From an optimization exercise on the open Yosys and OpenROAD flow, aimed at small area, a short achievable clock period and few clock cycles; shortcuts taken in it are not production practice. Where RTL was checked, it was by simulation tests only, not by an equivalence proof against the original. The flow treats the clock pin as an ideal source. Dropping or thinning the clock tree relies on that and would not hold on a real chip.

==> fjord <==
## rv_top
module rv_top (
    input               clk_i,
    input               rst_ni,
    output logic [31:0] addr_o,
    input        [31:0] instr_i,
    input        [31:0] data_i,
    output logic        data_we_o,
    output logic [31:0] data_o,
    output logic [31:0] data_addr_o
);
    logic [11:1] pc_f;           
    logic        v_d;            
    logic [31:0] ir_d;           
    logic [11:1] tgt_d;          
    logic        v_e;
    logic        wr_e, ld_e, st_e, br_e;
    logic        add_e, sub_e, and_e, or_e, lui_e;
    logic        fa_e, fb_e, fs_e;   
    logic [ 4:0] rd_e;
    logic [31:0] a_e, b_e, s_e;
    logic [11:1] tgt_e;
    logic        wr_m, ld_m, st_m;
    logic [ 4:0] rd_m;
    logic [31:0] res_m, s_m;
    logic        stall_d;        
    logic        redir_e;        
    assign addr_o = {20'b0, pc_f, 1'b0};
    logic        jmp_f;
    logic [11:1] tgt_f;
    assign jmp_f = instr_i[6] & (instr_i[19:15] == instr_i[24:20]);
    assign tgt_f = pc_f + {instr_i[7], instr_i[30:25], instr_i[11:8]};
    logic        btb_v;
    logic [11:1] btb_pc, btb_tgt;
    logic [11:1] seq_f;
    logic        hit_f;
    assign seq_f = pc_f + 11'd2;
    assign hit_f = btb_v & (seq_f == btb_pc);
    always_ff @(posedge clk_i) begin
        if (!rst_ni) begin
            btb_v <= 1'b0;
        end else if (jmp_f) begin
            btb_v <= 1'b1;
        end
    end
    always_ff @(posedge clk_i) begin
        if (jmp_f) begin
            btb_pc  <= pc_f;
            btb_tgt <= tgt_f;
        end
    end
    always_ff @(posedge clk_i) begin
  ...
export LEC_CHECK = 0
export CAP_MARGIN = 20
export CORE_MARGIN = 2
export CORE_UTILIZATION = 40
export SETUP_SLACK_MARGIN = 0.5
export SLEW_MARGIN = 20
export SYNTH_HIERARCHICAL = 1
export SYNTH_MINIMUM_KEEP_SIZE = 0
create_clock -name core_clock -period 12.0 [get_ports {clk_i}]
standard.sh (not shown) runs the stock make flow with config.mk's settings and CLKGATE_MAP_FILE= SYNTH_SCRIPT=/design/flow/synth_recipe.tcl, a recipe that flattens the netlist after the stock synthesis.
==> flow/flow/run.sh <==
#!/bin/bash
# Layout flow: the standard flow (standard.sh: ORFS synthesis through
# final layout, unchanged constraints), with these settings changed:
#  - repair_timing is asked for a larger setup margin, so it keeps improving
#    paths beyond the 12 ns clock (the SDC and the clock are unchanged);
#  - clock tree synthesis clusters up to 25 flip-flops per leaf buffer and
#    inserts no dummy loads, which makes a smaller tree;
#  - flow/cts_hook.tcl removes the tree's root buffer, so the clock port
#    drives the four first-level buffers directly.
# Each tool's output goes to the ORFS logs under orfs/logs/; the make output
# goes to standard.log in this folder.
set -e
bash standard.sh \
  SETUP_SLACK_MARGIN=8.7 \
  "CTS_ARGS=-sink_clustering_enable -repair_clock_nets -dont_use_dummy_load -buf_list sky130_fd_sc_hd__clkbuf_16 -sink_clustering_size 25 -sink_clustering_max_diameter 100" \
  PRE_CTS_TCL=$PWD/flow/cts_hook.tcl \
  finish > standard.log 2>&1
==> flow/flow/cts_hook.tcl <==
rename clock_tree_synthesis orig_clock_tree_synthesis
proc clock_tree_synthesis { args } {
  orig_clock_tree_synthesis {*}$args
  set block [ord::get_db_block]
  set port [$block findBTerm clk_i]
  if { $port == "NULL" } { puts "cts_hook: no clk_i port"; return }
  set pnet [$port getNet]
  set pins [$pnet getITerms]
  if { [llength $pins] != 1 } {
    puts "cts_hook: clk_i drives [llength $pins] pins, tree left as built"
    return
  }
  set root [[lindex $pins 0] getInst]
  set onet ""
  foreach it [$root getITerms] {
    if { [$it isOutputSignal] } { set onet [$it getNet] }
  }
  if { $onet == "" || $onet == "NULL" } { puts "cts_hook: root has no output net"; return }
  set loads {}
  foreach it [$onet getITerms] {
    if { [$it getInst] != $root } { lappend loads $it }
  }
  if { [llength $loads] > 4 || [llength $loads] == 0 || [llength [$onet getBTerms]] > 0 } {
    puts "cts_hook: root [$root getName] drives [llength $loads] pins, tree left as built"
    return
  }
  foreach it $loads {
    puts "cts_hook: [[$it getInst] getName] now driven by clk_i"
    $it disconnect
    $it connect $pnet
  }
  puts "cts_hook: removed root buffer [$root getName] ([[$root getMaster] getName])"
  odb::dbInst_destroy $root
  odb::dbNet_destroy $onet
}
==> inputs of tundra, as changes to fjord <==
--- a/flow/design.v
+++ b/flow/design.v
@@ -5,70 +5,35 @@
         OP_ADD = 4'h2,
         OP_SUB = 4'h6,
         OP_SLT = 4'h7,
         OP_NOR = 4'hC,
         OP_NOP = 4'hF
     } alu_operations_e;
 endpackage
-module rf_aoi3 (
-    input  a0, b0, a1, b1, a2, b2,
-    output y
-);
-    assign y = ~((a0 & b0) | (a1 & b1) | (a2 & b2));
-endmodule
-module rf_bit (
-    input  [31:1] q,
-    input  [31:1] sel,
-    output        o
-);
-    logic [10:0] n;
-    for (genvar g = 0; g < 10; g++) begin : g_aoi
-        rf_aoi3 u_aoi (
-            .a0 ( q[3*g+1] ), .b0 ( sel[3*g+1] ),
-            .a1 ( q[3*g+2] ), .b1 ( sel[3*g+2] ),
-            .a2 ( q[3*g+3] ), .b2 ( sel[3*g+3] ),
-            .y  ( n[g]     )
-        );
-    end
-    assign n[10] = ~(q[31] & sel[31]);
-    assign o = ~&n;
-endmodule
 module regfile (
     input               clk_i,
     input        [ 4:0] rs_addr_a_i,
     output logic [31:0] rs_data_a_o,
     input        [ 4:0] rs_addr_b_i,
     output logic [31:0] rs_data_b_o,
     input        [ 4:0] rd_addr_i,
     input        [31:0] rd_data_i,
     input               rd_we_i
 );
-    logic [31:0] reg_array [31:1];
+    logic [31:0] reg_array [31:0];
+    assign reg_array[0] = 32'h0;
     for (genvar i = 1; i < 32; i++) begin : g_reg
         always_ff @(posedge clk_i) begin
             if (rd_we_i && (rd_addr_i == 5'(i))) begin
                 reg_array[i] <= rd_data_i;
             end
         end
     end
-    logic [31:1] sel_a, sel_b;
-    always_comb begin
-        for (int i = 1; i < 32; i++) begin
-            sel_a[i] = (rs_addr_a_i == 5'(i));
-            sel_b[i] = (rs_addr_b_i == 5'(i));
-        end
-    end
-    for (genvar b = 0; b < 32; b++) begin : g_bit
-        logic [31:1] col;
-        for (genvar i = 1; i < 32; i++) begin : g_col
-            assign col[i] = reg_array[i][b];
-        end
-        rf_bit u_rd_a (.q(col), .sel(sel_a), .o(rs_data_a_o[b]));
-        rf_bit u_rd_b (.q(col), .sel(sel_b), .o(rs_data_b_o[b]));
-    end
+    assign rs_data_a_o = reg_array[rs_addr_a_i];
+    assign rs_data_b_o = reg_array[rs_addr_b_i];
 endmodule
 module rv_top (
     input               clk_i,
     input               rst_ni,
     output logic [31:0] addr_o,
     input        [31:0] instr_i,
     input        [31:0] data_i,
@@ -93,40 +58,21 @@
     logic        stall_d;        
     logic        redir_e;        
     assign addr_o = {20'b0, pc_f, 1'b0};
     logic        jmp_f;
     logic [11:1] tgt_f;
     assign jmp_f = instr_i[6] & (instr_i[19:15] == instr_i[24:20]);
     assign tgt_f = pc_f + {instr_i[7], instr_i[30:25], instr_i[11:8]};
-    logic        btb_v;
-    logic [11:1] btb_pc, btb_tgt;
-    logic [11:1] seq_f;
-    logic        hit_f;
-    assign seq_f = pc_f + 11'd2;
-    assign hit_f = btb_v & (seq_f == btb_pc);
-    always_ff @(posedge clk_i) begin
-        if (!rst_ni) begin
-            btb_v <= 1'b0;
-        end else if (jmp_f) begin
-            btb_v <= 1'b1;
-        end
-    end
-    always_ff @(posedge clk_i) begin
-        if (jmp_f) begin
-            btb_pc  <= pc_f;
-            btb_tgt <= tgt_f;
-        end
-    end
     always_ff @(posedge clk_i) begin
         if (!rst_ni) begin
             pc_f <= '0;
         end else if (redir_e) begin
             pc_f <= tgt_e;
         end else if (!stall_d) begin
-            pc_f <= jmp_f ? tgt_f : hit_f ? btb_tgt : seq_f;
+            pc_f <= jmp_f ? tgt_f : pc_f + 11'd2;
         end
     end
     always_ff @(posedge clk_i) begin
         if (!rst_ni) begin
             v_d <= 1'b0;
         end else if (redir_e) begin
             v_d <= 1'b0;
@@ -135,19 +81,14 @@
         end
     end
     always_ff @(posedge clk_i) begin
         if (!stall_d) begin
             ir_d  <= instr_i;
             tgt_d <= tgt_f;
         end
-    end
-    logic [4:0] ra1_d, ra2_d;
-    always_ff @(posedge clk_i) begin
-        ra1_d <= stall_d ? ir_d[19:15] : instr_i[19:15];
-        ra2_d <= stall_d ? ir_d[24:20] : instr_i[24:20];
     end
     logic [6:0] op_d;
     logic [4:0] rs1_d, rs2_d, rd_d;
     logic [2:0] f3_d;
     assign op_d  = ir_d[6:0];
     assign rd_d  = ir_d[11:7];
     assign f3_d  = ir_d[14:12];
@@ -167,17 +108,17 @@
     logic        wb_en;
     logic [31:0] wb_data;
     logic [31:0] rf_a, rf_b;
     assign wb_en   = wr_m;
     assign wb_data = ld_m ? data_i : res_m;
     regfile u_regfile (
         .clk_i       ( clk_i   ),
-        .rs_addr_a_i ( ra1_d   ),
+        .rs_addr_a_i ( rs1_d   ),
         .rs_data_a_o ( rf_a    ),
-        .rs_addr_b_i ( ra2_d   ),
+        .rs_addr_b_i ( rs2_d   ),
         .rs_data_b_o ( rf_b    ),
         .rd_addr_i   ( rd_m    ),
         .rd_data_i   ( wb_data ),
         .rd_we_i     ( wb_en   )
     );
     logic [31:0] a_d, b_d;
     assign a_d = (wb_en && rd_m == rs1_d) ? wb_data : rf_a;
==> flow/run.sh (new file) <==
#!/bin/bash
# synth_recipe.tcl (not shown) runs the flow's synth.tcl, then flattens the netlist and writes it again
# the make line also repeats each setting of config.mk as NAME=value (left out here)
make -C /OpenROAD-flow-scripts/flow DESIGN_CONFIG=/design/flow/config.mk WORK_HOME=/design/flow/orfs CLKGATE_MAP_FILE= SYNTH_SCRIPT=/design/flow/synth_recipe.tcl finish
--- a/flow/config.mk
+++ b/flow/config.mk
@@ -6,9 +6,7 @@
 export NUM_CORES = 8
 export LEC_CHECK = 0
 export CAP_MARGIN = 20
 export CORE_MARGIN = 2
 export CORE_UTILIZATION = 40
 export SETUP_SLACK_MARGIN = 0.5
 export SLEW_MARGIN = 20
-export SYNTH_HIERARCHICAL = 1
-export SYNTH_MINIMUM_KEEP_SIZE = 0
removed: flow/flow/run.sh
removed: flow/flow/cts_hook.tcl
removed: flow/standard.sh
==> inputs of xenon, as changes to fjord <==
--- a/flow/design.v
+++ b/flow/design.v
@@ -75,79 +75,67 @@
     output logic        data_we_o,
     output logic [31:0] data_o,
     output logic [31:0] data_addr_o
 );
     logic [11:1] pc_f;           
     logic        v_d;            
     logic [31:0] ir_d;           
-    logic [11:1] tgt_d;          
+    logic [11:1] pc_d;           
     logic        v_e;
     logic        wr_e, ld_e, st_e, br_e;
     logic        add_e, sub_e, and_e, or_e, lui_e;
     logic        fa_e, fb_e, fs_e;   
     logic [ 4:0] rd_e;
     logic [31:0] a_e, b_e, s_e;
     logic [11:1] tgt_e;
     logic        wr_m, ld_m, st_m;
     logic [ 4:0] rd_m;
     logic [31:0] res_m, s_m;
     logic        stall_d;        
     logic        redir_e;        
     assign addr_o = {20'b0, pc_f, 1'b0};
-    logic        jmp_f;
-    logic [11:1] tgt_f;
-    assign jmp_f = instr_i[6] & (instr_i[19:15] == instr_i[24:20]);
-    assign tgt_f = pc_f + {instr_i[7], instr_i[30:25], instr_i[11:8]};
     logic        btb_v;
     logic [11:1] btb_pc, btb_tgt;
     logic [11:1] seq_f;
     logic        hit_f;
+    logic        jmp_d;          
+    logic [11:1] tgt_d;
     assign seq_f = pc_f + 11'd2;
     assign hit_f = btb_v & (seq_f == btb_pc);
     always_ff @(posedge clk_i) begin
         if (!rst_ni) begin
             btb_v <= 1'b0;
-        end else if (jmp_f) begin
+        end else if (jmp_d) begin
             btb_v <= 1'b1;
         end
     end
     always_ff @(posedge clk_i) begin
-        if (jmp_f) begin
-            btb_pc  <= pc_f;
-            btb_tgt <= tgt_f;
-        end
-    end
-    always_ff @(posedge clk_i) begin
-        if (!rst_ni) begin
-            pc_f <= '0;
-        end else if (redir_e) begin
-            pc_f <= tgt_e;
-        end else if (!stall_d) begin
-            pc_f <= jmp_f ? tgt_f : hit_f ? btb_tgt : seq_f;
-        end
+        if (jmp_d) begin
+            btb_pc  <= pc_d;
+            btb_tgt <= tgt_d;
+        end
+    end
+    always_ff @(posedge clk_i) begin
+        if (!rst_ni)       pc_f <= '0;
+        else if (redir_e)  pc_f <= tgt_e;
+        else if (stall_d)  pc_f <= pc_d;
+        else if (jmp_d)    pc_f <= tgt_d;
+        else if (hit_f)    pc_f <= btb_tgt;
+        else               pc_f <= seq_f;
     end
     always_ff @(posedge clk_i) begin
         if (!rst_ni) begin
             v_d <= 1'b0;
-        end else if (redir_e) begin
-            v_d <= 1'b0;
-        end else if (!stall_d) begin
-            v_d <= 1'b1;
-        end
-    end
-    always_ff @(posedge clk_i) begin
-        if (!stall_d) begin
-            ir_d  <= instr_i;
-            tgt_d <= tgt_f;
-        end
-    end
-    logic [4:0] ra1_d, ra2_d;
-    always_ff @(posedge clk_i) begin
-        ra1_d <= stall_d ? ir_d[19:15] : instr_i[19:15];
-        ra2_d <= stall_d ? ir_d[24:20] : instr_i[24:20];
+        end else begin
+            v_d <= ~redir_e & ~stall_d & ~jmp_d;
+        end
+    end
+    always_ff @(posedge clk_i) begin
+        ir_d <= instr_i;
+        pc_d <= pc_f;
     end
     logic [6:0] op_d;
     logic [4:0] rs1_d, rs2_d, rd_d;
     logic [2:0] f3_d;
     assign op_d  = ir_d[6:0];
     assign rd_d  = ir_d[11:7];
     assign f3_d  = ir_d[14:12];
@@ -167,50 +155,54 @@
     logic        wb_en;
     logic [31:0] wb_data;
     logic [31:0] rf_a, rf_b;
     assign wb_en   = wr_m;
     assign wb_data = ld_m ? data_i : res_m;
     regfile u_regfile (
         .clk_i       ( clk_i   ),
-        .rs_addr_a_i ( ra1_d   ),
+        .rs_addr_a_i ( rs1_d   ),
         .rs_data_a_o ( rf_a    ),
-        .rs_addr_b_i ( ra2_d   ),
+        .rs_addr_b_i ( rs2_d   ),
         .rs_data_b_o ( rf_b    ),
         .rd_addr_i   ( rd_m    ),
         .rd_data_i   ( wb_data ),
         .rd_we_i     ( wb_en   )
     );
     logic [31:0] a_d, b_d;
     assign a_d = (wb_en && rd_m == rs1_d) ? wb_data : rf_a;
     assign b_d = (wb_en && rd_m == rs2_d) ? wb_data : rf_b;
     logic [31:0] imm_d;
     always_comb begin
         if (is_lui_d)      imm_d = {ir_d[31:12], 12'b0};
         else if (is_st_d)  imm_d = {{20{ir_d[31]}}, ir_d[31:25], ir_d[11:7]};
         else               imm_d = {{20{ir_d[31]}}, ir_d[31:20]};
     end
+    logic is_jmp_d;
+    assign is_jmp_d = is_br_d & (rs1_d == rs2_d);
+    assign jmp_d    = v_d & is_jmp_d;
+    assign tgt_d    = pc_d + {ir_d[7], ir_d[30:25], ir_d[11:8]};
     logic hit1_e, hit2_e;
     assign hit1_e  = v_e & wr_e & (rd_e == rs1_d);
     assign hit2_e  = v_e & wr_e & (rd_e == rs2_d);
-    assign stall_d = v_d & ld_e & ((use1_d & hit1_e) | (use2_d & hit2_e));
+    assign stall_d = v_d & ~is_jmp_d & ld_e & ((use1_d & hit1_e) | (use2_d & hit2_e));
     logic b30_d, zero3_d;
     assign b30_d   = ir_d[30];
     assign zero3_d = (f3_d == 3'b000);
     always_ff @(posedge clk_i) begin
         if (!rst_ni) begin
             v_e <= 1'b0;
         end else begin
             v_e <= v_d & ~stall_d & ~redir_e;
         end
     end
     always_ff @(posedge clk_i) begin
         wr_e  <= wr_d;
         ld_e  <= is_ld_d;
         st_e  <= is_st_d;
-        br_e  <= is_br_d & (rs1_d != rs2_d);
+        br_e  <= is_br_d & ~is_jmp_d;
         lui_e <= is_lui_d;
         add_e <= is_ld_d | is_st_d | (is_alu_d & ~is_lui_d & zero3_d);
         sub_e <= is_r_d & zero3_d & b30_d;
         and_e <= is_alu_d & ~is_lui_d & (f3_d == 3'b111) & ~b30_d;
         or_e  <= is_alu_d & ~is_lui_d & (f3_d == 3'b110) & ~b30_d;
         fa_e  <= hit1_e;
         fb_e  <= hit2_e & (is_r_d | is_br_d);
==> flow_summary.yaml <==
status:
  status: "finished clean"
placement:
  place_hpwl_um: 119000
synth:
  synth_common_cells: "edfxtp_1 (1014), a222oi_1 (640), nor2_1 (268)"
power_and_ir_drop:
  p_sw_uw: 2710
  seq-power_uw: 5160
worst_setup_path:
  path_cells: "buf_12, buf_16, mux2i_4, xnor2_2, ha_2, and2_4, a22o_1, or2_4, a311oi_2, o2bb2ai_2, a221oi_2, o31ai_4, or4_4, a41o_1"
  crit_fanout: 8
-- figures above: xenon

==> flow_summary.yaml <==
status:
  status: "finished clean"
worst_setup_path:
  crit_fanout: 2
  path_cells: "buf_8, ha_4, fa_2, a21o_1, a21oi_2, o21bai_1, a21oi_2, o21ai_2, a31oi_1, xnor2_1, a22oi_1, a31oi_1"
power_and_ir_drop:
  p_sw_uw: 2740
  seq-power_uw: 5220
placement:
  place_hpwl_um: 116000
synth:
  synth_common_cells: "edfxtp_1 (1054), a222oi_1 (640), nor2_1 (252)"
-- figures above: fjord

==> flow_summary.yaml <==
status:
  status: "finished clean"
sta:
  clock.fmax_mhz: 206
  setup_viol: 0
synth:
  synth_common_cells: "edfxtp_1 (1032), a22oi_1 (358), a221oi_1 (271)"
floorplanning:
  core_area_um2: 136000
power_and_ir_drop:
  p_sw_uw: 2830
clocking:
  cts_setup_buffers: 0
worst_setup_path:
  path_cells: "nand2b_1, nor2_4, buf_4, a22o_1, a221oi_1, nand3_1, nor3_1, o22ai_1, o21a_1"
placement:
  place_hpwl_um: 138000
-- figures above: tundra

Testbench counts of xenon, summed over its fixed seeds: cycles 64,215.
Only the layout flow was run in fjord and tundra; the RTL was not checked for function there.

==> static timing again, ports no longer ideal <==
Ports are ideal in the flow. The routed layouts listed here were re-timed in OpenROAD. Step 1 assumes that a clkbuf_16 drives the clock port and a buf_2 every other input. Step 2, shift: input delay + t, output delay - t, t = (earliest + latest rising clock arrival at the registers) / 2. This alone moves slack from input paths to output paths. a / b / c = no drivers / after step 1 / after step 2; a / b = the first two.
run | t, ns | setup slack, ns | worst hold slack (ns) | worst register clock-pin slew, ns
fjord | 0.641 | 8.045 / 7.962 / 7.527 | 0.330 / 0.330 / 0.330 | 0.11 / 0.11
tundra | 0.856 | 7.156 / 7.156 / 6.759 | 0.336 / 0.336 / 0.336 | 0.07 / 0.07
xenon | 0.648 | 8.417 / 8.417 / 8.106 | 0.363 / 0.363 / 0.363 | 0.11 / 0.11
After both steps every run listed still meets setup and hold. The setup slack of fjord, which loses most, moves by -0.083 ns with the drivers and by -0.518 ns with both steps.
